This design comes from an exercise in tuning for small area on the open sky130 flow, not from production work. In this exercise RTL edits were held to simulation tests only and were not proved equivalent to the original.

==> design/flow/design.v <==
`timescale 1ns / 1ns
module hexDecoder(input [2:0] c, input e, output [6:0] h);
	assign h[0] = (~e & c[0] & c[1]) | (e & ~c[0] & ~c[2]);
	assign h[1] = (~e & ~c[1] & c[2]) | (e & c[0] & c[1]);
	assign h[2] = (~e & c[0] & ~c[1]);
	assign h[3] = (~e & c[0] & c[1]) | (e & ~c[0]);
	assign h[4] = (e) | (c[0] & c[1]);
	assign h[5] = (e & ~c[1]) | (c[0] & ~c[1]);
	assign h[6] = (e & ~c[0] & ~c[1]) | (~c[0] & ~c[2]);
endmodule
`timescale 1ns / 1ns
module dcell(input [2:0] c, input e, output [2:0] q, output co);
	assign q[0] = (~e & c[0] & ~c[1]) | (e & ~c[0] & ~c[1]) | (~c[1] & c[2]);
	assign q[1] = (~e & c[0]) | (e & c[2]);
	assign q[2] = (~e & c[1]) | (e & c[0] & ~c[1]) | (~c[0] & c[1]);
	assign co = (e & c[1]) | (c[2]);
endmodule
module binaryToBCD(input [21:0] bin, output [41:0] hex);
	wire [17:0] q0 = {6{3'd0}};
	wire [5:0] e0 = 6'd0;
	wire [17:0] q1; wire [5:0] e1, co0;
	dcell c0_0(q0[2:0], e0[0], q1[2:0], co0[0]);
	dcell c0_1(q0[5:3], e0[1], q1[5:3], co0[1]);
	dcell c0_2(q0[8:6], e0[2], q1[8:6], co0[2]);
	dcell c0_3(q0[11:9], e0[3], q1[11:9], co0[3]);
	dcell c0_4(q0[14:12], e0[4], q1[14:12], co0[4]);
	dcell c0_5(q0[17:15], e0[5], q1[17:15], co0[5]);
	assign e1 = {co0[4:0], bin[21]};
	wire [17:0] q2; wire [5:0] e2, co1;
	dcell c1_0(q1[2:0], e1[0], q2[2:0], co1[0]);
	dcell c1_1(q1[5:3], e1[1], q2[5:3], co1[1]);
	dcell c1_2(q1[8:6], e1[2], q2[8:6], co1[2]);
	dcell c1_3(q1[11:9], e1[3], q2[11:9], co1[3]);
	dcell c1_4(q1[14:12], e1[4], q2[14:12], co1[4]);
	dcell c1_5(q1[17:15], e1[5], q2[17:15], co1[5]);
	assign e2 = {co1[4:0], bin[20]};
	wire [17:0] q3; wire [5:0] e3, co2;
	dcell c2_0(q2[2:0], e2[0], q3[2:0], co2[0]);
	dcell c2_1(q2[5:3], e2[1], q3[5:3], co2[1]);
	dcell c2_2(q2[8:6], e2[2], q3[8:6], co2[2]);
	dcell c2_3(q2[11:9], e2[3], q3[11:9], co2[3]);
	dcell c2_4(q2[14:12], e2[4], q3[14:12], co2[4]);
	dcell c2_5(q2[17:15], e2[5], q3[17:15], co2[5]);
	assign e3 = {co2[4:0], bin[19]};
	wire [17:0] q4; wire [5:0] e4, co3;
	dcell c3_0(q3[2:0], e3[0], q4[2:0], co3[0]);
	dcell c3_1(q3[5:3], e3[1], q4[5:3], co3[1]);
	dcell c3_2(q3[8:6], e3[2], q4[8:6], co3[2]);
	dcell c3_3(q3[11:9], e3[3], q4[11:9], co3[3]);
	dcell c3_4(q3[14:12], e3[4], q4[14:12], co3[4]);
	dcell c3_5(q3[17:15], e3[5], q4[17:15], co3[5]);
	assign e4 = {co3[4:0], bin[18]};
	wire [17:0] q5; wire [5:0] e5, co4;
	dcell c4_0(q4[2:0], e4[0], q5[2:0], co4[0]);
	dcell c4_1(q4[5:3], e4[1], q5[5:3], co4[1]);
	dcell c4_2(q4[8:6], e4[2], q5[8:6], co4[2]);
	dcell c4_3(q4[11:9], e4[3], q5[11:9], co4[3]);
	dcell c4_4(q4[14:12], e4[4], q5[14:12], co4[4]);
	dcell c4_5(q4[17:15], e4[5], q5[17:15], co4[5]);
	assign e5 = {co4[4:0], bin[17]};
	wire [17:0] q6; wire [5:0] e6, co5;
	dcell c5_0(q5[2:0], e5[0], q6[2:0], co5[0]);
	dcell c5_1(q5[5:3], e5[1], q6[5:3], co5[1]);
	dcell c5_2(q5[8:6], e5[2], q6[8:6], co5[2]);
	dcell c5_3(q5[11:9], e5[3], q6[11:9], co5[3]);
	dcell c5_4(q5[14:12], e5[4], q6[14:12], co5[4]);
	dcell c5_5(q5[17:15], e5[5], q6[17:15], co5[5]);
	assign e6 = {co5[4:0], bin[16]};
	wire [17:0] q7; wire [5:0] e7, co6;
	dcell c6_0(q6[2:0], e6[0], q7[2:0], co6[0]);
	dcell c6_1(q6[5:3], e6[1], q7[5:3], co6[1]);
	dcell c6_2(q6[8:6], e6[2], q7[8:6], co6[2]);
	dcell c6_3(q6[11:9], e6[3], q7[11:9], co6[3]);
	dcell c6_4(q6[14:12], e6[4], q7[14:12], co6[4]);
	dcell c6_5(q6[17:15], e6[5], q7[17:15], co6[5]);
	assign e7 = {co6[4:0], bin[15]};
	wire [17:0] q8; wire [5:0] e8, co7;
	dcell c7_0(q7[2:0], e7[0], q8[2:0], co7[0]);
	dcell c7_1(q7[5:3], e7[1], q8[5:3], co7[1]);
	dcell c7_2(q7[8:6], e7[2], q8[8:6], co7[2]);
	dcell c7_3(q7[11:9], e7[3], q8[11:9], co7[3]);
	dcell c7_4(q7[14:12], e7[4], q8[14:12], co7[4]);
	dcell c7_5(q7[17:15], e7[5], q8[17:15], co7[5]);
	assign e8 = {co7[4:0], bin[14]};
	wire [17:0] q9; wire [5:0] e9, co8;
	dcell c8_0(q8[2:0], e8[0], q9[2:0], co8[0]);
	dcell c8_1(q8[5:3], e8[1], q9[5:3], co8[1]);
	dcell c8_2(q8[8:6], e8[2], q9[8:6], co8[2]);
	dcell c8_3(q8[11:9], e8[3], q9[11:9], co8[3]);
	dcell c8_4(q8[14:12], e8[4], q9[14:12], co8[4]);
	dcell c8_5(q8[17:15], e8[5], q9[17:15], co8[5]);
	assign e9 = {co8[4:0], bin[13]};
	wire [17:0] q10; wire [5:0] e10, co9;
	dcell c9_0(q9[2:0], e9[0], q10[2:0], co9[0]);
	dcell c9_1(q9[5:3], e9[1], q10[5:3], co9[1]);
	dcell c9_2(q9[8:6], e9[2], q10[8:6], co9[2]);
	dcell c9_3(q9[11:9], e9[3], q10[11:9], co9[3]);
	dcell c9_4(q9[14:12], e9[4], q10[14:12], co9[4]);
	dcell c9_5(q9[17:15], e9[5], q10[17:15], co9[5]);
	assign e10 = {co9[4:0], bin[12]};
	wire [17:0] q11; wire [5:0] e11, co10;
	dcell c10_0(q10[2:0], e10[0], q11[2:0], co10[0]);
	dcell c10_1(q10[5:3], e10[1], q11[5:3], co10[1]);
	dcell c10_2(q10[8:6], e10[2], q11[8:6], co10[2]);
	dcell c10_3(q10[11:9], e10[3], q11[11:9], co10[3]);
	dcell c10_4(q10[14:12], e10[4], q11[14:12], co10[4]);
	dcell c10_5(q10[17:15], e10[5], q11[17:15], co10[5]);
	assign e11 = {co10[4:0], bin[11]};
	wire [17:0] q12; wire [5:0] e12, co11;
	dcell c11_0(q11[2:0], e11[0], q12[2:0], co11[0]);
	dcell c11_1(q11[5:3], e11[1], q12[5:3], co11[1]);
	dcell c11_2(q11[8:6], e11[2], q12[8:6], co11[2]);
	dcell c11_3(q11[11:9], e11[3], q12[11:9], co11[3]);
	dcell c11_4(q11[14:12], e11[4], q12[14:12], co11[4]);
	dcell c11_5(q11[17:15], e11[5], q12[17:15], co11[5]);
	assign e12 = {co11[4:0], bin[10]};
	wire [17:0] q13; wire [5:0] e13, co12;
	dcell c12_0(q12[2:0], e12[0], q13[2:0], co12[0]);
	dcell c12_1(q12[5:3], e12[1], q13[5:3], co12[1]);
	dcell c12_2(q12[8:6], e12[2], q13[8:6], co12[2]);
	dcell c12_3(q12[11:9], e12[3], q13[11:9], co12[3]);
	dcell c12_4(q12[14:12], e12[4], q13[14:12], co12[4]);
	dcell c12_5(q12[17:15], e12[5], q13[17:15], co12[5]);
	assign e13 = {co12[4:0], bin[9]};
	wire [17:0] q14; wire [5:0] e14, co13;
	dcell c13_0(q13[2:0], e13[0], q14[2:0], co13[0]);
	dcell c13_1(q13[5:3], e13[1], q14[5:3], co13[1]);
	dcell c13_2(q13[8:6], e13[2], q14[8:6], co13[2]);
	dcell c13_3(q13[11:9], e13[3], q14[11:9], co13[3]);
	dcell c13_4(q13[14:12], e13[4], q14[14:12], co13[4]);
	dcell c13_5(q13[17:15], e13[5], q14[17:15], co13[5]);
	assign e14 = {co13[4:0], bin[8]};
	wire [17:0] q15; wire [5:0] e15, co14;
	dcell c14_0(q14[2:0], e14[0], q15[2:0], co14[0]);
	dcell c14_1(q14[5:3], e14[1], q15[5:3], co14[1]);
	dcell c14_2(q14[8:6], e14[2], q15[8:6], co14[2]);
	dcell c14_3(q14[11:9], e14[3], q15[11:9], co14[3]);
	dcell c14_4(q14[14:12], e14[4], q15[14:12], co14[4]);
	dcell c14_5(q14[17:15], e14[5], q15[17:15], co14[5]);
	assign e15 = {co14[4:0], bin[7]};
	wire [17:0] q16; wire [5:0] e16, co15;
	dcell c15_0(q15[2:0], e15[0], q16[2:0], co15[0]);
	dcell c15_1(q15[5:3], e15[1], q16[5:3], co15[1]);
	dcell c15_2(q15[8:6], e15[2], q16[8:6], co15[2]);
	dcell c15_3(q15[11:9], e15[3], q16[11:9], co15[3]);
	dcell c15_4(q15[14:12], e15[4], q16[14:12], co15[4]);
	dcell c15_5(q15[17:15], e15[5], q16[17:15], co15[5]);
	assign e16 = {co15[4:0], bin[6]};
	wire [17:0] q17; wire [5:0] e17, co16;
	dcell c16_0(q16[2:0], e16[0], q17[2:0], co16[0]);
	dcell c16_1(q16[5:3], e16[1], q17[5:3], co16[1]);
	dcell c16_2(q16[8:6], e16[2], q17[8:6], co16[2]);
	dcell c16_3(q16[11:9], e16[3], q17[11:9], co16[3]);
	dcell c16_4(q16[14:12], e16[4], q17[14:12], co16[4]);
	dcell c16_5(q16[17:15], e16[5], q17[17:15], co16[5]);
	assign e17 = {co16[4:0], bin[5]};
	wire [17:0] q18; wire [5:0] e18, co17;
	dcell c17_0(q17[2:0], e17[0], q18[2:0], co17[0]);
	dcell c17_1(q17[5:3], e17[1], q18[5:3], co17[1]);
	dcell c17_2(q17[8:6], e17[2], q18[8:6], co17[2]);
	dcell c17_3(q17[11:9], e17[3], q18[11:9], co17[3]);
	dcell c17_4(q17[14:12], e17[4], q18[14:12], co17[4]);
	dcell c17_5(q17[17:15], e17[5], q18[17:15], co17[5]);
	assign e18 = {co17[4:0], bin[4]};
	wire [17:0] q19; wire [5:0] e19, co18;
	dcell c18_0(q18[2:0], e18[0], q19[2:0], co18[0]);
	dcell c18_1(q18[5:3], e18[1], q19[5:3], co18[1]);
	dcell c18_2(q18[8:6], e18[2], q19[8:6], co18[2]);
	dcell c18_3(q18[11:9], e18[3], q19[11:9], co18[3]);
	dcell c18_4(q18[14:12], e18[4], q19[14:12], co18[4]);
	dcell c18_5(q18[17:15], e18[5], q19[17:15], co18[5]);
	assign e19 = {co18[4:0], bin[3]};
	wire [17:0] q20; wire [5:0] e20, co19;
	dcell c19_0(q19[2:0], e19[0], q20[2:0], co19[0]);
	dcell c19_1(q19[5:3], e19[1], q20[5:3], co19[1]);
	dcell c19_2(q19[8:6], e19[2], q20[8:6], co19[2]);
	dcell c19_3(q19[11:9], e19[3], q20[11:9], co19[3]);
	dcell c19_4(q19[14:12], e19[4], q20[14:12], co19[4]);
	dcell c19_5(q19[17:15], e19[5], q20[17:15], co19[5]);
	assign e20 = {co19[4:0], bin[2]};
	wire [17:0] q21; wire [5:0] e21, co20;
	dcell c20_0(q20[2:0], e20[0], q21[2:0], co20[0]);
	dcell c20_1(q20[5:3], e20[1], q21[5:3], co20[1]);
	dcell c20_2(q20[8:6], e20[2], q21[8:6], co20[2]);
	dcell c20_3(q20[11:9], e20[3], q21[11:9], co20[3]);
	dcell c20_4(q20[14:12], e20[4], q21[14:12], co20[4]);
	dcell c20_5(q20[17:15], e20[5], q21[17:15], co20[5]);
	assign e21 = {co20[4:0], bin[1]};
	wire [17:0] q22; wire [5:0] e22, co21;
	dcell c21_0(q21[2:0], e21[0], q22[2:0], co21[0]);
	dcell c21_1(q21[5:3], e21[1], q22[5:3], co21[1]);
	dcell c21_2(q21[8:6], e21[2], q22[8:6], co21[2]);
	dcell c21_3(q21[11:9], e21[3], q22[11:9], co21[3]);
	dcell c21_4(q21[14:12], e21[4], q22[14:12], co21[4]);
	dcell c21_5(q21[17:15], e21[5], q22[17:15], co21[5]);
	assign e22 = {co21[4:0], bin[0]};
	hexDecoder s0(q22[2:0], e22[0], hex[6:0]);
	hexDecoder s1(q22[5:3], e22[1], hex[13:7]);
	hexDecoder s2(q22[8:6], e22[2], hex[20:14]);
	hexDecoder s3(q22[11:9], e22[3], hex[27:21]);
	hexDecoder s4(q22[14:12], e22[4], hex[34:28]);
	hexDecoder s5(q22[17:15], e22[5], hex[41:35]);
endmodule
`timescale 1ns / 1ns
module prevData(clock, reset, received_data_en, received_data, hold);
	input clock, reset, received_data_en;
	input [7:0] received_data;
	output reg hold;
	reg curBreak;
	always @(posedge clock) begin
		if (reset) begin
			hold <= 1'b0;
			curBreak <= 1'b0;
		end
		else begin
			hold <= received_data_en & curBreak;
			if (received_data_en)
				curBreak <= (received_data == 8'hF0);
		end
	end
endmodule
`timescale 1ns / 1ns
module logicController(clock, reset, received_data, received_data_en, click, buy, upgradeClick, selection, selIndex);
	input clock, reset, received_data_en;
	input [7:0] received_data;
	output click, buy, upgradeClick, selection;
	output [2:0] selIndex;
	reg [3:0] state;
	reg [3:0] decoded;
	always @(*) begin
		case (received_data)
			8'h29: decoded = 4'b0001;
			8'h5A: decoded = 4'b0010;
			8'h21: decoded = 4'b0011;
			8'h16: decoded = 4'b1000;
			8'h1E: decoded = 4'b1001;
			8'h26: decoded = 4'b1010;
			8'h25: decoded = 4'b1011;
			8'h2E: decoded = 4'b1100;
			8'h36: decoded = 4'b1101;
			8'h3D: decoded = 4'b1110;
			8'h3E: decoded = 4'b1111;
			default: decoded = 4'b0000;
		endcase
	end
	wire idle = ~state[3] & ~state[1] & ~state[0];
	always @(posedge clock) begin
		if (reset)
			state <= 4'b0000;
		else if (idle & received_data_en)
			state <= decoded;
		else
			state <= 4'b0000;
	end
	assign selection = state[3];
	assign selIndex = state[2:0];
	assign click = ~state[3] & ~state[1] & state[0];
	assign buy = ~state[3] & state[1] & ~state[0];
	assign upgradeClick = ~state[3] & state[1] & state[0];
endmodule
`timescale 1ns / 1ns
module logicDatapath(clock, reset, pulse, hold, click, buy, upgradeClick, selection, selIndex, money, selectedAsset);
	input clock, reset, pulse, hold, click, buy, upgradeClick, selection;
	input [2:0] selIndex;
	output reg [39:0] money;
	output reg [2:0] selectedAsset;
	reg [29:0] rate;
	reg [4:0] level;
	reg [23:0] assetCost;
	reg [18:0] assetRate;
	always @(*) begin
		case (selectedAsset)
			3'd0: begin assetCost = 24'd10;       assetRate = 19'd1;      end
			3'd1: begin assetCost = 24'd40;       assetRate = 19'd5;      end
			3'd2: begin assetCost = 24'd250;      assetRate = 19'd15;     end
			3'd3: begin assetCost = 24'd2000;     assetRate = 19'd60;     end
			3'd4: begin assetCost = 24'd10000;    assetRate = 19'd800;    end
			3'd5: begin assetCost = 24'd100000;   assetRate = 19'd10000;  end
			3'd6: begin assetCost = 24'd1000000;  assetRate = 19'd50000;  end
			default: begin assetCost = 24'd10000000; assetRate = 19'd500000; end
		endcase
	end
	wire [29:0] clickRate;
	wire [29:0] clickCost;
	genvar i;
	generate for (i = 0; i < 30; i = i + 1) begin : oh
		assign clickRate[i] = (level == i);
	end endgenerate
	assign clickCost = {clickRate[28:0], 1'b0} | {clickRate[26:0], 3'b000};
	wire [29:0] cost = upgradeClick ? clickCost : {6'b0, assetCost};
	wire [40:0] geChain;
	assign geChain[0] = 1'b1;
	generate for (i = 0; i < 40; i = i + 1) begin : ge
		if (i < 30) begin : lo
			assign geChain[i+1] = (money[i] & ~cost[i]) | ((money[i] | ~cost[i]) & geChain[i]);
		end else begin : hi
			assign geChain[i+1] = money[i] | geChain[i];
		end
	end endgenerate
	wire enough = geChain[40];
	wire doClick = ~hold & click;
	wire doBuy = ~hold & buy & enough;
	wire subtract = ~hold & (buy | upgradeClick) & enough;
	wire doUpgrade = ~hold & upgradeClick & enough;
	wire doTick = ~hold & pulse & ~click & ~subtract;
	wire [29:0] addLow = ({30{doClick}} & clickRate) | ({30{subtract}} & ~cost) | ({30{doTick}} & rate);
	wire [39:0] addend = {{10{subtract}}, addLow};
	wire [39:0] sum;
	rippleAdder #(40) moneyAdder(money, addend, subtract, sum);
	wire [29:0] rateSum;
	rippleAdder #(30) rateAdder(rate, {11'b0, {19{doBuy}} & assetRate}, 1'b0, rateSum);
	always @(posedge clock) begin
		if (reset) begin
			money <= 40'd10;
			rate <= 30'd0;
			level <= 5'd0;
			selectedAsset <= 3'd0;
		end
		else begin
			money <= sum;
			rate <= rateSum;
			if (doUpgrade & ~&level)
				level <= level + 5'd1;
			if (~hold & selection)
				selectedAsset <= selIndex;
		end
	end
endmodule
module rippleAdder #(parameter W = 8) (input [W-1:0] a, input [W-1:0] b, input cin, output [W-1:0] s);
	wire [W:0] c;
	assign c[0] = cin;
	genvar i;
	generate for (i = 0; i < W; i = i + 1) begin : fa
		assign s[i] = a[i] ^ b[i] ^ c[i];
		assign c[i+1] = (a[i] & b[i]) | (c[i] & (a[i] ^ b[i]));
	end endgenerate
endmodule
`timescale 1ns / 1ns
module money_clicker(clk, rst, key_data, key_valid, tick, money, asset, HEX0, HEX1, HEX2, HEX3, HEX4, HEX5);
	input clk;
	input rst;
	input [7:0] key_data;
	input key_valid;
	input tick;
	output [39:0] money;
	output [7:0] asset;
	output [6:0] HEX0, HEX1, HEX2, HEX3, HEX4, HEX5;
	wire [41:0] hex;
	wire hold;
	wire click, buy, upgradeClick, selection;
	wire [2:0] selIndex;
	wire [2:0] selectedAsset;
	binaryToBCD convert(money[21:0], hex);
	assign HEX0 = hex[6:0];
	assign HEX1 = hex[13:7];
	assign HEX2 = hex[20:14];
	assign HEX3 = hex[27:21];
	assign HEX4 = hex[34:28];
	assign HEX5 = hex[41:35];
	prevData prev(clk, rst, key_valid, key_data, hold);
	logicController control(clk, rst, key_data, key_valid, click, buy, upgradeClick, selection, selIndex);
	logicDatapath datapath(clk, rst, tick, hold, click, buy, upgradeClick, selection, selIndex, money, selectedAsset);
	assign asset = {5'b00000, selectedAsset};
endmodule
==> design/flow/flow/run.sh <==
#!/bin/bash
# Standard synthesis, then the combinational logic re-mapped for area with a
# stronger ABC script (flip-flops untouched), then the standard layout.
# The re-mapping runs from four random seeds in parallel; the smallest result is used.
set -euo pipefail
W=$PWD
R=$W/orfs/results/$FLOW_PLATFORM/money_clicker/base
bash standard.sh synth > $W/1_standard_synth.log 2>&1
cp $R/1_2_yosys.v $W/standard_netlist.v
export REOPT_LIB=$FLOW_HOME/platforms/$FLOW_PLATFORM/lib/sky130_fd_sc_hd__tt_025C_1v80.lib
export REOPT_DONT_USE="sky130_fd_sc_hd__probe_p_8 sky130_fd_sc_hd__probec_p_8 sky130_fd_sc_hd__lpflow_*"
export REOPT_IN=$W/standard_netlist.v
export REOPT_TOP=$FLOW_TOP
pids=()
for S in 0 3 6 9; do
  REOPT_SCRIPT=$W/flow/reopt_s$S.abc REOPT_OUT=$W/reopt_netlist_s$S.v REOPT_STAT=$W/reopt_stat_s$S.txt \
    yosys -c $W/flow/reopt.tcl > $W/2_reopt_yosys_s$S.log 2>&1 &
  pids+=($!)
done
for p in "${pids[@]}"; do wait $p || true; done
best=""; bestArea=""
for S in 0 3 6 9; do
  f=$W/reopt_stat_s$S.txt
  [[ -f $f && -f $W/reopt_netlist_s$S.v ]] || continue
  a=$(grep "Chip area" $f | awk '{print $NF}')
  if [[ -z "$best" ]] || awk -v a=$a -v b=$bestArea 'BEGIN{exit !(a<b)}'; then best=$S; bestArea=$a; fi
done
[[ -n "$best" ]] || { echo "no re-mapping finished" >&2; exit 1; }
echo "re-mapping used: seed $best, area $bestArea" > $W/reopt_choice.txt
REOPT_OUT=$W/reopt_netlist_s$best.v
if grep -q "lpflow\|probe" $REOPT_OUT; then echo "reopt used a dont-use cell" >&2; exit 1; fi
cp $REOPT_OUT $R/1_2_yosys.v
rm -f $R/1_synth.odb $R/1_synth.sdc
bash standard.sh "BUFFER_PORTS_ARGS=-buffer_cell sky130_fd_sc_hd__buf_1" "CTS_ARGS=-sink_clustering_enable -repair_clock_nets -dont_use_dummy_load -buf_list sky130_fd_sc_hd__clkbuf_8" finish > $W/3_standard_layout.log 2>&1
==> design/flow/flow/reopt.tcl <==
# Re-map the combinational logic of the standard synthesis netlist for area.
# The flip-flops are kept as they are (same instances, names and cells).
yosys -import
set lib $::env(REOPT_LIB)
set dont_use {}
foreach c $::env(REOPT_DONT_USE) { lappend dont_use -dont_use $c }
# every cell as its logic function, except the sequential ones, which stay black boxes
read_liberty -ignore_miss_func $lib
delete sky130_fd_sc_hd__df* sky130_fd_sc_hd__ed* sky130_fd_sc_hd__sdf* sky130_fd_sc_hd__dl* sky130_fd_sc_hd__sdl* sky130_fd_sc_hd__sed*
read_liberty -lib -ignore_redef $lib
read_verilog $::env(REOPT_IN)
hierarchy -top $::env(REOPT_TOP)
flatten
opt_clean -purge
abc -script $::env(REOPT_SCRIPT) -liberty $lib {*}$dont_use
# the cells abc placed, as black boxes again (flatten dropped their modules)
read_liberty -lib -ignore_redef $lib
opt_clean -purge
splitnets
opt_clean -purge
hilomap -singleton -hicell sky130_fd_sc_hd__conb_1 HI -locell sky130_fd_sc_hd__conb_1 LO
insbuf -buf sky130_fd_sc_hd__buf_4 A X
check -assert -mapped
tee -o $::env(REOPT_STAT) stat -liberty $lib
write_verilog -noattr -nohex -nodec $::env(REOPT_OUT)
==> design/flow/flow/reopt_s0.abc <==
&get -n
&st
&deepsyn -T 60 -S 0
&put
strash
dch
amap -F 20 -A 20
==> design/flow/flow/reopt_s3.abc <==
&get -n
&st
&deepsyn -T 60 -S 3
&put
strash
dch
amap -F 20 -A 20
==> design/flow/flow/reopt_s6.abc <==
&get -n
&st
&deepsyn -T 60 -S 6
&put
strash
dch
amap -F 20 -A 20
==> design/flow/flow/reopt_s9.abc <==
&get -n
&st
&deepsyn -T 60 -S 9
&put
strash
dch
amap -F 20 -A 20
==> design/flow/standard.sh <==
#!/bin/bash
# synth_recipe.tcl (not shown) runs the flow's synth.tcl, then flattens the netlist and writes it again
# the make line also repeats each setting of config.mk as NAME=value (left out here)
make -C /OpenROAD-flow-scripts/flow DESIGN_CONFIG=/design/flow/config.mk WORK_HOME=/design/flow/orfs CLKGATE_MAP_FILE= SYNTH_SCRIPT=/design/flow/synth_recipe.tcl "${@:-finish}"
==> design/flow/config.mk <==
export PLATFORM = sky130hd
export DESIGN_NAME = money_clicker
export DESIGN_NICKNAME = money_clicker
export VERILOG_FILES = /design/flow/design.v
export SDC_FILE = /design/flow/constraint.sdc
export NUM_CORES = 4
export LEC_CHECK = 0
export ABC_AREA = 1
export CAP_MARGIN = 20
export CORE_MARGIN = 2
export CORE_UTILIZATION = 65
export CTS_BUF_LIST = sky130_fd_sc_hd__clkbuf_8
export SLEW_MARGIN = 20
==> design/flow/constraint.sdc <==
create_clock -name core_clock -period 25.0 [get_ports {clk}]
set_input_delay 5.0000 -clock core_clock [delete_from_list [all_inputs] [get_ports {clk}]]
set_output_delay 5.0000 -clock core_clock [all_outputs]
set_load 0.01 [all_outputs]
==> reports/summary.txt, run 1 <==
status: complete, no violations
maximum fanout along the worst path: 29
number of port buffers: 96
highest achievable clock rate: 62.4 MHz
Via density: 5.96
Vias: 9,488
Die ar.: 13,900 sq um
worst hold-check slack: 0.433 ns
sum of negative setup slack: 0 ns
Mapped Avg Cell Area: 6.04 sq um
gate count after technology mapping: 1,396
Nets: 1,435
number of global-route vias before repair: 8,199
# DRC: 0
unrepaired setup endpoints after global routing: no
Clk Tree Root Cell: sky130_fd_sc_hd__clkbuf_8
I/O pins: 102
Gates resized, CTS repair: 0
Final Setup Violations: 0
drt total wl: 21,200 um
source of the worst hold timing path: control.state[2]
Required @ worst endpoint: 25.29 ns
Maximum Capacitance Violations: 0
hold bufs inserted after CTS: 0
launch point of the worst reg-to-reg path: control.state[0]
initial antenna violation count: 0
ratio of final minimum period to clock period: 64.1%
Setup WS pre-CTS: 8.97 ns
max-slew headroom at the worst pin: 46.6%
proportion of layout cells with a drive suffix above 1: 1.06%
total number of yosys warnings: 3
clk sink count: 84
critical-path cell with the highest stage delay: sky130_fd_sc_hd__nor2_1
count of inserted antenna diode cells: 0
clk latency of the worst-skew pair: 0.38 ns
type of the setup path with the least slack: flip-flop to flip-flop
maximum root-to-sink buffer count: 2
CP Capture Point: datapath.money[39]
post-CTS repair timing setup buffer count: 0
final hold violations: 0
DRT antenna net count: 0
classification of the worst-slack hold path: flip-flop to flip-flop
Cell Area, Synth: 8430 sq um
clock-pin transition on the worst setup and hold timing paths: 0.08 ns
post-route minimum period: 16.03 ns
H-tree Lvls: 3
DRT Pass-1 Iters: 8
core area: 12,600 sq um
Initial Util: 66.8%
maximum number of pins on one net before global-route repair: 51
Die Wd: 118 um
total routing usage reported by global routing: 30.5%
post-route clock skew: 0.0287 ns
height of the die: 118 um
logic depth of the worst setup path including buffers: 93
worst setup slack after layout: 8.97 ns
Worst setup SP type: flip-flop
number of core rows: 41
final weighted congestion in routability-driven placement: 0.999
worst setup path startpoint: control.state[0]
total gr overflow: 0
number of max-slew violations in the final report: 0
worst r2r dst: datapath.money[39]
Crit path arrival time: 16.32 ns
initial detailed-routing violation count: 1,150
global-route wire length before repair: 36,600 um
clock tree from TritonCTS: done
final routed wire length divided by cell count: 13.3 um
CP delay by family, top: compound AO/OA/AOI/OAI gates
half-perimeter wire length after detailed placement: 16,800 um
Critical path buffers and inverters: 6
number of buffers created by CTS: 9
measured slew at the worst slew-check pin: 0.798 ns
FF-to-FF path depth: 93
Crit path largest cell delay: 0.47 ns
type of element capturing the critical path: flip-flop
Layout Area Growth over Synthesis: 1.08%
most used cell along the critical path: sky130_fd_sc_hd__a21o_1
## cells in the final DEF, fill, tap and decap left out, drive strengths merged, types with 27 or more instances in the layout
| cell | n |
|---|---|
| nor2 | 295 |
| o21ai | 220 |
| a21oi | 127 |
| clkinv | 124 |
| nand2 | 124 |
| buf | 102 |
| dfxtp | 84 |
| nor3 | 67 |
| o21a | 51 |
| a21o | 28 |
| a222oi | 27 |
## sequential cells by signal (all words and copies together) (netlist names)
name,flops
datapath.rate,30
datapath.money,40
prev.hold,1
control.state,4
datapath.selectedAsset,3
prev.curBreak,1
datapath.level,5
## final cells by class
type	instances	area (sq um)
tap	172	215
clock buffer	9	124
multi-input combinational	1102	5620
fill	1219	4100
inverter	124	465
timing repair buffer	102	413
sequential	84	1680
## routing by layer
layer / part of all wire, % / routed length, um / global-route usage, %
met4: 1.9 / 405 / 8.51
met5: 0 / 0 / 0
met2: 41 / 8790 / 46.4
met1: 48 / 10300 / 44.2
met3: 8.3 / 1750 / 5.43
## through the flow
stage	area (sq um)	utilization, %	instances
2_1_floorplan	8440	-	1400
3_3_place_gp	8380	66.4	1583
3_5_place_dp	8380	66.4	1583
4_1_cts	8500	67.4	1592
5_1_grt	8520	67.5	1593
6_report	8520	67.5	1593
## worst min-delay path, delay by kind of cell, from the launching register on
family                 cells  cell delay, ns
AOI/OAI and AO/OA          1            0.07
buffers and inverters      1            0.04
DFF                        1            0.30
## how the worst min path moves through the flow
stage                                 to  slack, ns  cells past startpoint
5_1_grt        datapath.selectedAsset[2]       0.46                      2
6_report       datapath.selectedAsset[2]       0.43                      2
3_3_place_gp   datapath.selectedAsset[2]       0.45                      2
4_1_cts        datapath.selectedAsset[2]       0.44                      2
2_1_floorplan          datapath.rate[29]       0.42                      1
3_5_place_dp   datapath.selectedAsset[2]       0.45                      2
==> run 2: changes to the inputs <==
--- a/design/flow/flow/run.sh
+++ b/design/flow/flow/run.sh
@@ -32,3 +32,3 @@
 cp $REOPT_OUT $R/1_2_yosys.v
 rm -f $R/1_synth.odb $R/1_synth.sdc
-bash standard.sh "BUFFER_PORTS_ARGS=-buffer_cell sky130_fd_sc_hd__buf_1" "CTS_ARGS=-sink_clustering_enable -repair_clock_nets -dont_use_dummy_load -buf_list sky130_fd_sc_hd__clkbuf_8" finish > $W/3_standard_layout.log 2>&1
+bash standard.sh "BUFFER_PORTS_ARGS=-buffer_cell sky130_fd_sc_hd__buf_1" "CTS_ARGS=-sink_clustering_enable -repair_clock_nets -dont_use_dummy_load -buf_list sky130_fd_sc_hd__clkbuf_8 -sink_clustering_size 20" finish > $W/3_standard_layout.log 2>&1
==> run 2 against run 1 <==
Still clean on timing, DRC and antenna. Global-route usage is the same. Clock-buffer cell count unchanged. Routed wire length is the same. First-iteration DRC count did not move. Maximum frequency unchanged. Utilization unchanged. Cell area unchanged. Critical path type unchanged. Critical endpoint unchanged.
==> reports/summary.txt, run 2 <==
status: complete, no violations (unchanged)
standard cell area after detailed placement: 8380 sq um (unchanged)
Mapped Avg Cell Area: 6.04 sq um (unchanged)
measured slew at the worst slew-check pin: 0.798 ns (unchanged)
number of instances in the placed design: 1,583 (unchanged)
core area: 12,600 sq um (unchanged)
unrepaired setup endpoints after global routing: no (unchanged)
classification of the worst-slack hold path: flip-flop to flip-flop (unchanged)
Layout Area Growth over Synthesis: 1.08% (unchanged)
Vias: 9,488 (unchanged)
max-slew headroom at the worst pin: 46.6% (unchanged)
total number of yosys warnings: 3 (unchanged)
largest register by flop count: datapath.money (unchanged)
half-perimeter wire length after detailed placement: 16,800 um (unchanged)
# DRC: 0 (unchanged)
DRT Pass-1 Iters: 8 (unchanged)
I/O pins: 102 (unchanged)
Maximum Capacitance Violations: 0 (unchanged)
number of core rows: 41 (unchanged)
total routing usage reported by global routing: 30.5% (unchanged)
post-route minimum period: 16.03 ns (unchanged)
count of inserted antenna diode cells: 0 (unchanged)
clock-pin transition on the worst setup and hold timing paths: 0.08 ns (about the same)
Nets: 1,435 (unchanged)
leading cell types in the layout, fill and taps excluded: 295 x sky130_fd_sc_hd__nor2_1, 220 x sky130_fd_sc_hd__o21ai_0, 127 x sky130_fd_sc_hd__a21oi_1 (unchanged)
DRT antenna net count: 0 (unchanged)
initial antenna violation count: 0 (unchanged)
critical-path cell with the highest stage delay: sky130_fd_sc_hd__nor2_1 (unchanged)
final hold violations: 0 (unchanged)
Worst setup SP type: flip-flop (unchanged)
initial detailed-routing violation count: 1,150 (unchanged)
post-CTS repair timing setup buffer count: 0 (unchanged)
max FFs per register: 40 (unchanged)
drt total wl: 21,200 um (unchanged)
Die Wd: 118 um (unchanged)
most used cell along the critical path: sky130_fd_sc_hd__a21o_1 (unchanged)
number of max-slew violations in the final report: 0 (unchanged)
final weighted congestion in routability-driven placement: 0.999 (unchanged)
Final Setup Violations: 0 (unchanged)
maximum number of pins on one net before global-route repair: 51 (unchanged)
Crit path largest cell delay: 0.47 ns (about the same)
final non-filler cell area: 8520 sq um (unchanged)
global-route wire length before repair: 36,600 um (unchanged)
post-route clock skew: 0.0287 ns (unchanged)
Die ar.: 13,900 sq um (unchanged)
Gates resized, CTS repair: 0 (unchanged)
gate count after technology mapping: 1,396 (unchanged)
biggest regs: datapath.money x40, datapath.rate x30, datapath.level x5 (unchanged)
Via density: 5.96 (unchanged)
total gr overflow: 0 (unchanged)
number of buffers created by CTS: 9 (unchanged)
Initial Util: 66.8% (unchanged)
clk latency of the worst-skew pair: 0.38 ns (about the same)
Cell Area, Synth: 8430 sq um (unchanged)
highest achievable clock rate: 62.4 MHz (unchanged)
type of element capturing the critical path: flip-flop (unchanged)
sum of negative setup slack: 0 ns (unchanged)
final routed wire length divided by cell count: 13.3 um (unchanged)
ratio of final minimum period to clock period: 64.1% (unchanged)
hold bufs inserted after CTS: 0 (unchanged)
number of port buffers: 96 (unchanged)
clk sink count: 84 (unchanged)
most common library cell in the layout ignoring fill and taps: sky130_fd_sc_hd__nor2_1 (unchanged)
maximum fanout along the worst path: 29 (unchanged)
Required @ worst endpoint: 25.29 ns (about the same)
proportion of layout cells with a drive suffix above 1: 1.06% (unchanged)
final standard cell count with taps included and fillers excluded: 1,593 (unchanged)
number of global-route vias before repair: 8,199 (unchanged)
height of the die: 118 um (unchanged)
Clk Tree Root Cell: sky130_fd_sc_hd__clkbuf_8 (unchanged)
maximum root-to-sink buffer count: 2 (unchanged)
Crit path arrival time: 16.32 ns (about the same)
H-tree Lvls: 3 (unchanged)
type of the setup path with the least slack: flip-flop to flip-flop (unchanged)
clock tree from TritonCTS: done (unchanged)
-- run 2: area by class of cell --
cell class / count / area, sq um
multi-input cells: 1102 / 5620
fillers: 1219 / 4100
flip-flops and latches: 84 / 1680
inverters: 124 / 465
repair buffers: 102 / 413
well taps: 172 / 215
clock buffers: 9 / 124
-- run 2: critical path, delay by kind of cell, from the launching register on --
kind | cells | cell delay (ns)
buffers and inverters | 6 | 1.58
AO/OA/AOI/OAI | 60 | 10.37
flip-flops | 1 | 0.37
AND/OR/NAND/NOR | 27 | 3.64
-- run 2: final timing paths --
kind              depth (start not counted)                   endpoint  slack (ns)        startpoint
setup reg to reg                         93         datapath.money[39]        8.97  control.state[0]
hold reg to reg                           2  datapath.selectedAsset[2]        0.43  control.state[2]
hold / removal                            2  datapath.selectedAsset[2]        0.43  control.state[2]
setup / recovery                         93         datapath.money[39]        8.97  control.state[0]
-- run 2: through the flow --
stage / setup slack (ns) / hold slack (ns) / util [%]
after CTS: 8.89 / 0.439 / 67.4
after floorplan: 10.26 / 0.425 / -
after global routing: 7.19 / 0.465 / 67.5
final: 8.97 / 0.433 / 67.5
after global placement: 9.44 / 0.447 / 66.4
after detailed placement: 8.97 / 0.451 / 66.4
-- run 2: layer usage --
metal  vias up  routed length, um  GRT usage [%]
met5         -                  0              0
met4         0                405           8.51
met3        46               1750           5.43
met2       364               8790           46.4
met1      4098              10300           44.2
li1       4980                  -              -
==> run 3: changes to the inputs <==
--- a/design/flow/flow/run.sh
+++ b/design/flow/flow/run.sh
@@ -2,5 +2,5 @@
 # Standard synthesis, then the combinational logic re-mapped for area with a
 # stronger ABC script (flip-flops untouched), then the standard layout.
-# The re-mapping runs from four random seeds in parallel; the smallest result is used.
+# The re-mapping runs from eight random seeds, four at a time; the smallest result is used.
 set -euo pipefail
 W=$PWD
@@ -12,13 +12,16 @@
 export REOPT_IN=$W/standard_netlist.v
 export REOPT_TOP=$FLOW_TOP
-pids=()
-for S in 0 3 6 9; do
-  REOPT_SCRIPT=$W/flow/reopt_s$S.abc REOPT_OUT=$W/reopt_netlist_s$S.v REOPT_STAT=$W/reopt_stat_s$S.txt \
-    yosys -c $W/flow/reopt.tcl > $W/2_reopt_yosys_s$S.log 2>&1 &
-  pids+=($!)
+SEEDS="0 3 6 9 12 15 18 21"
+for batch in "0 3 6 9" "12 15 18 21"; do
+  pids=()
+  for S in $batch; do
+    REOPT_SCRIPT=$W/flow/reopt_s$S.abc REOPT_OUT=$W/reopt_netlist_s$S.v REOPT_STAT=$W/reopt_stat_s$S.txt \
+      yosys -c $W/flow/reopt.tcl > $W/2_reopt_yosys_s$S.log 2>&1 &
+    pids+=($!)
+  done
+  for p in "${pids[@]}"; do wait $p || true; done
 done
-for p in "${pids[@]}"; do wait $p || true; done
 best=""; bestArea=""
-for S in 0 3 6 9; do
+for S in $SEEDS; do
   f=$W/reopt_stat_s$S.txt
   [[ -f $f && -f $W/reopt_netlist_s$S.v ]] || continue
@@ -32,3 +35,3 @@
 cp $REOPT_OUT $R/1_2_yosys.v
 rm -f $R/1_synth.odb $R/1_synth.sdc
-bash standard.sh "BUFFER_PORTS_ARGS=-buffer_cell sky130_fd_sc_hd__buf_1" "CTS_ARGS=-sink_clustering_enable -repair_clock_nets -dont_use_dummy_load -buf_list sky130_fd_sc_hd__clkbuf_8 -sink_clustering_size 20" finish > $W/3_standard_layout.log 2>&1
+bash standard.sh "BUFFER_PORTS_ARGS=-buffer_cell sky130_fd_sc_hd__buf_1" "CTS_ARGS=-sink_clustering_enable -repair_clock_nets -dont_use_dummy_load -buf_list sky130_fd_sc_hd__clkbuf_8" finish > $W/3_standard_layout.log 2>&1
==> design/flow/flow/reopt_s0.abc (replaced) <==
&get -n
&st
&deepsyn -T 60 -S 0
&deepsyn -T 60 -S 50
&put
strash
dch
amap -F 20 -A 20
==> design/flow/flow/reopt_s12.abc (new file) <==
&get -n
&st
&deepsyn -T 60 -S 12
&deepsyn -T 60 -S 62
&put
strash
dch
amap -F 20 -A 20
==> design/flow/flow/reopt_s15.abc (new file) <==
&get -n
&st
&deepsyn -T 60 -S 15
&deepsyn -T 60 -S 65
&put
strash
dch
amap -F 20 -A 20
==> design/flow/flow/reopt_s18.abc (new file) <==
&get -n
&st
&deepsyn -T 60 -S 18
&deepsyn -T 60 -S 68
&put
strash
dch
amap -F 20 -A 20
==> design/flow/flow/reopt_s21.abc (new file) <==
&get -n
&st
&deepsyn -T 60 -S 21
&deepsyn -T 60 -S 71
&put
strash
dch
amap -F 20 -A 20
==> design/flow/flow/reopt_s3.abc (replaced) <==
&get -n
&st
&deepsyn -T 60 -S 3
&deepsyn -T 60 -S 53
&put
strash
dch
amap -F 20 -A 20
==> design/flow/flow/reopt_s6.abc (replaced) <==
&get -n
&st
&deepsyn -T 60 -S 6
&deepsyn -T 60 -S 56
&put
strash
dch
amap -F 20 -A 20
==> design/flow/flow/reopt_s9.abc (replaced) <==
&get -n
&st
&deepsyn -T 60 -S 9
&deepsyn -T 60 -S 59
&put
strash
dch
amap -F 20 -A 20
==> run 3 against run 2 <==
Cell count down 1.7%. Die area down 0.70%. Largest cell class unchanged. Highest routed layer unchanged. Synthesized cell count down 2.0%. Still clean. First-iteration DRC count down 13%. Hold slack worse by 0.010 ns. Clock skew up 0.0092 ns. Sequential cell count unchanged.
==> reports/summary.txt, run 3 <==
status: complete, no violations (unchanged)
Clk Tree Root Cell: sky130_fd_sc_hd__clkbuf_8 (unchanged)
Gates resized, CTS repair: 0 (unchanged)
number of max-slew violations in the final report: 0 (unchanged)
Worst setup SP type: flip-flop (unchanged)
total routing usage reported by global routing: 30.6% (was 30.5%)
final hold violations: 0 (unchanged)
most used cell along the critical path: sky130_fd_sc_hd__a21o_1 (unchanged)
H-tree Lvls: 3 (unchanged)
final weighted congestion in routability-driven placement: 0.994 (was 0.999)
half-perimeter wire length after detailed placement: 17,000 um (was 16,800 um)
launch point of the worst reg-to-reg path: datapath.level[4] (was control.state[0])
Crit path arrival time: 15.48 ns (was 16.32 ns)
clock tree from TritonCTS: done (unchanged)
DRT antenna net count: 0 (unchanged)
type of the setup path with the least slack: flip-flop to flip-flop (unchanged)
biggest regs: datapath.money x40, datapath.rate x30, datapath.level x5 (unchanged)
Core Util, Final: 67.3% (was 67.5%)
type of element capturing the critical path: flip-flop (unchanged)
Final Setup Violations: 0 (unchanged)
initial detailed-routing violation count: 997 (was 1,150)
maximum fanout along the worst path: 30 (was 29)
highest achievable clock rate: 65.8 MHz (was 62.4 MHz)
Initial Util: 66.6% (was 66.8%)
maximum number of pins on one net before global-route repair: 34 (was 51)
# DRC: 0 (unchanged)
number of global-route vias before repair: 8,077 (was 8,199)
drt total wl: 21,400 um (was 21,200 um)
Die Wd: 117 um (was 118 um)
Maximum Capacitance Violations: 0 (unchanged)
leading cell types in the layout, fill and taps excluded: 292 x sky130_fd_sc_hd__nor2_1, 202 x sky130_fd_sc_hd__o21ai_0, 116 x sky130_fd_sc_hd__nand2_1 (was 295 x sky130_fd_sc_hd__nor2_1, 220 x sky130_fd_sc_hd__o21ai_0, 127 x sky130_fd_sc_hd__a21oi_1)
max-slew headroom at the worst pin: 46.0% (was 46.6%)
post-route minimum period: 15.20 ns (was 16.03 ns)
Die ar.: 13,800 sq um (was 13,900 sq um)
proportion of layout cells with a drive suffix above 1: 1.22% (was 1.06%)
final routed wire length divided by cell count: 13.7 um (was 13.3 um)
post-CTS repair timing setup buffer count: 0 (unchanged)
Layout Area Growth over Synthesis: 1.17% (was 1.08%)
worst setup path startpoint: datapath.level[4] (was control.state[0])
largest register by flop count: datapath.money (unchanged)
Via density: 5.99 (was 5.96)
clock-pin transition on the worst setup and hold timing paths: 0.08 ns (about the same)
initial antenna violation count: 0 (unchanged)
number of core rows: 41 (unchanged)
DRT Pass-1 Iters: 8 (unchanged)
sum of negative setup slack: 0 ns (unchanged)
height of the die: 117 um (was 118 um)
total gr overflow: 0 (unchanged)
gate count after technology mapping: 1,368 (was 1,396)
Vias: 9,375 (was 9,488)
Cell Area, Synth: 8370 sq um (was 8430 sq um)
most common library cell in the layout ignoring fill and taps: sky130_fd_sc_hd__nor2_1 (unchanged)
source of the worst hold timing path: control.state[2] (unchanged)
number of fill cells in the layout: 1,162 (was 1,219)
global-route wire length before repair: 36,400 um (was 36,600 um)
total number of yosys warnings: 3 (unchanged)
Required @ worst endpoint: 25.28 ns (was 25.29 ns)
post-route clock skew: 0.0379 ns (was 0.0287 ns)
worst hold-check slack: 0.423 ns (was 0.433 ns)
measured slew at the worst slew-check pin: 0.804 ns (was 0.798 ns)
classification of the worst-slack hold path: flip-flop to flip-flop (unchanged)
maximum root-to-sink buffer count: 2 (unchanged)
number of buffers created by CTS: 9 (unchanged)
max FFs per register: 40 (unchanged)
Setup WS pre-CTS: 10.14 ns (was 8.97 ns)
clk latency of the worst-skew pair: 0.37 ns (was 0.38 ns)
number of port buffers: 96 (unchanged)
clk sink count: 84 (unchanged)
hold bufs inserted after CTS: 0 (unchanged)
unrepaired setup endpoints after global routing: no (unchanged)
core area: 12,600 sq um (about the same)
Nets: 1,408 (was 1,435)
I/O pins: 102 (unchanged)
ratio of final minimum period to clock period: 60.8% (was 64.1%)
worst setup slack after layout: 9.80 ns (was 8.97 ns)
Mapped Avg Cell Area: 6.12 sq um (was 6.04 sq um)
Crit path largest cell delay: 0.69 ns (was 0.47 ns)
count of inserted antenna diode cells: 0 (unchanged)
critical-path cell with the highest stage delay: sky130_fd_sc_hd__dfxtp_1 (was sky130_fd_sc_hd__nor2_1)
[run 3: cell types whose count changed in the layout (fill, tap and decap cells not counted), moves of 5 or more]
cell	before	now
sky130_fd_sc_hd__o21a_1	51	58
sky130_fd_sc_hd__nor3_1	67	75
sky130_fd_sc_hd__a21oi_1	127	104
sky130_fd_sc_hd__o21ai_0	220	202
sky130_fd_sc_hd__nor2b_1	7	1
sky130_fd_sc_hd__clkinv_1	124	115
sky130_fd_sc_hd__nand2_1	124	116
sky130_fd_sc_hd__a22oi_1	16	21
sky130_fd_sc_hd__or2_0	10	18
[run 3: final timing paths]
check | cells after the start | end | slack, ns
worst max-delay path | 87 | datapath.money[39] | 9.80
worst min register to register | 2 | datapath.selectedAsset[2] | 0.42
worst min-delay path | 2 | datapath.selectedAsset[2] | 0.42
worst max register to register | 87 | datapath.money[39] | 9.80
[run 3: per-layer routing]
metal / vias up / track usage (%) / share of wire [%]
met4: 0 / 6.10 / 1.2
met3: 28 / 5.28 / 8.1
met2: 339 / 48.3 / 42
met5: - / 0 / 0
met1: 4100 / 43.9 / 48
li1: 4908 / - / -
[run 3: layout make-up]
class                           count  area [sq um]  area share, %
Multi-Input combinational cell   1083          5600           66.1
Timing Repair Buffer              103           413           4.88
Sequential cell                    84          1680           19.9
Tap cell                          172           215           2.54
Clock buffer                        9           124           1.46
Inverter                          115           432           5.10
[run 3: through the flow]
step	instance area, sq um	instances
global placement	8340	1557
CTS	8460	1566
detailed placement	8340	1557
finish	8460	1566
global route	8460	1566
floorplan	8380	1372
[run 3: critical path: cells and delay by family (launching register included)]
kind	cells	cell delay, ns
buffers and inverters	4	1.20
AOI/OAI and AO/OA	56	10.03
DFF	1	0.69
and+or+nand+nor	27	3.22

[afterwards: timing with drivers on the ports]
Ports are ideal in the flow. The routed layouts listed here were re-timed in OpenROAD.
Step 1, drivers: a clkbuf_16 drives clk and a buf_2 each remaining input, both assumed.
Step 2 times the ports against the registers' clock, not the clock port: input delays grow and output delays shrink by t, the midpoint of the rising clock arrivals with the driver on.
Slacks: ideal / step 1 / step 2; pairs: ideal / step 1.
run | t, ns | setup slack, ns | worst hold slack (ns) | pins driven straight from the clock port
run 1 | 0.398 | 8.973 / 8.973 / 8.973 | 0.433 / 0.433 / 0.433 | 1
run 2 | 0.398 | 8.973 / 8.973 / 8.973 | 0.433 / 0.433 / 0.433 | 1
run 3 | 0.382 | 9.796 / 9.796 / 9.796 | 0.423 / 0.423 / 0.423 | 1
After both steps every run listed still meets setup and hold.
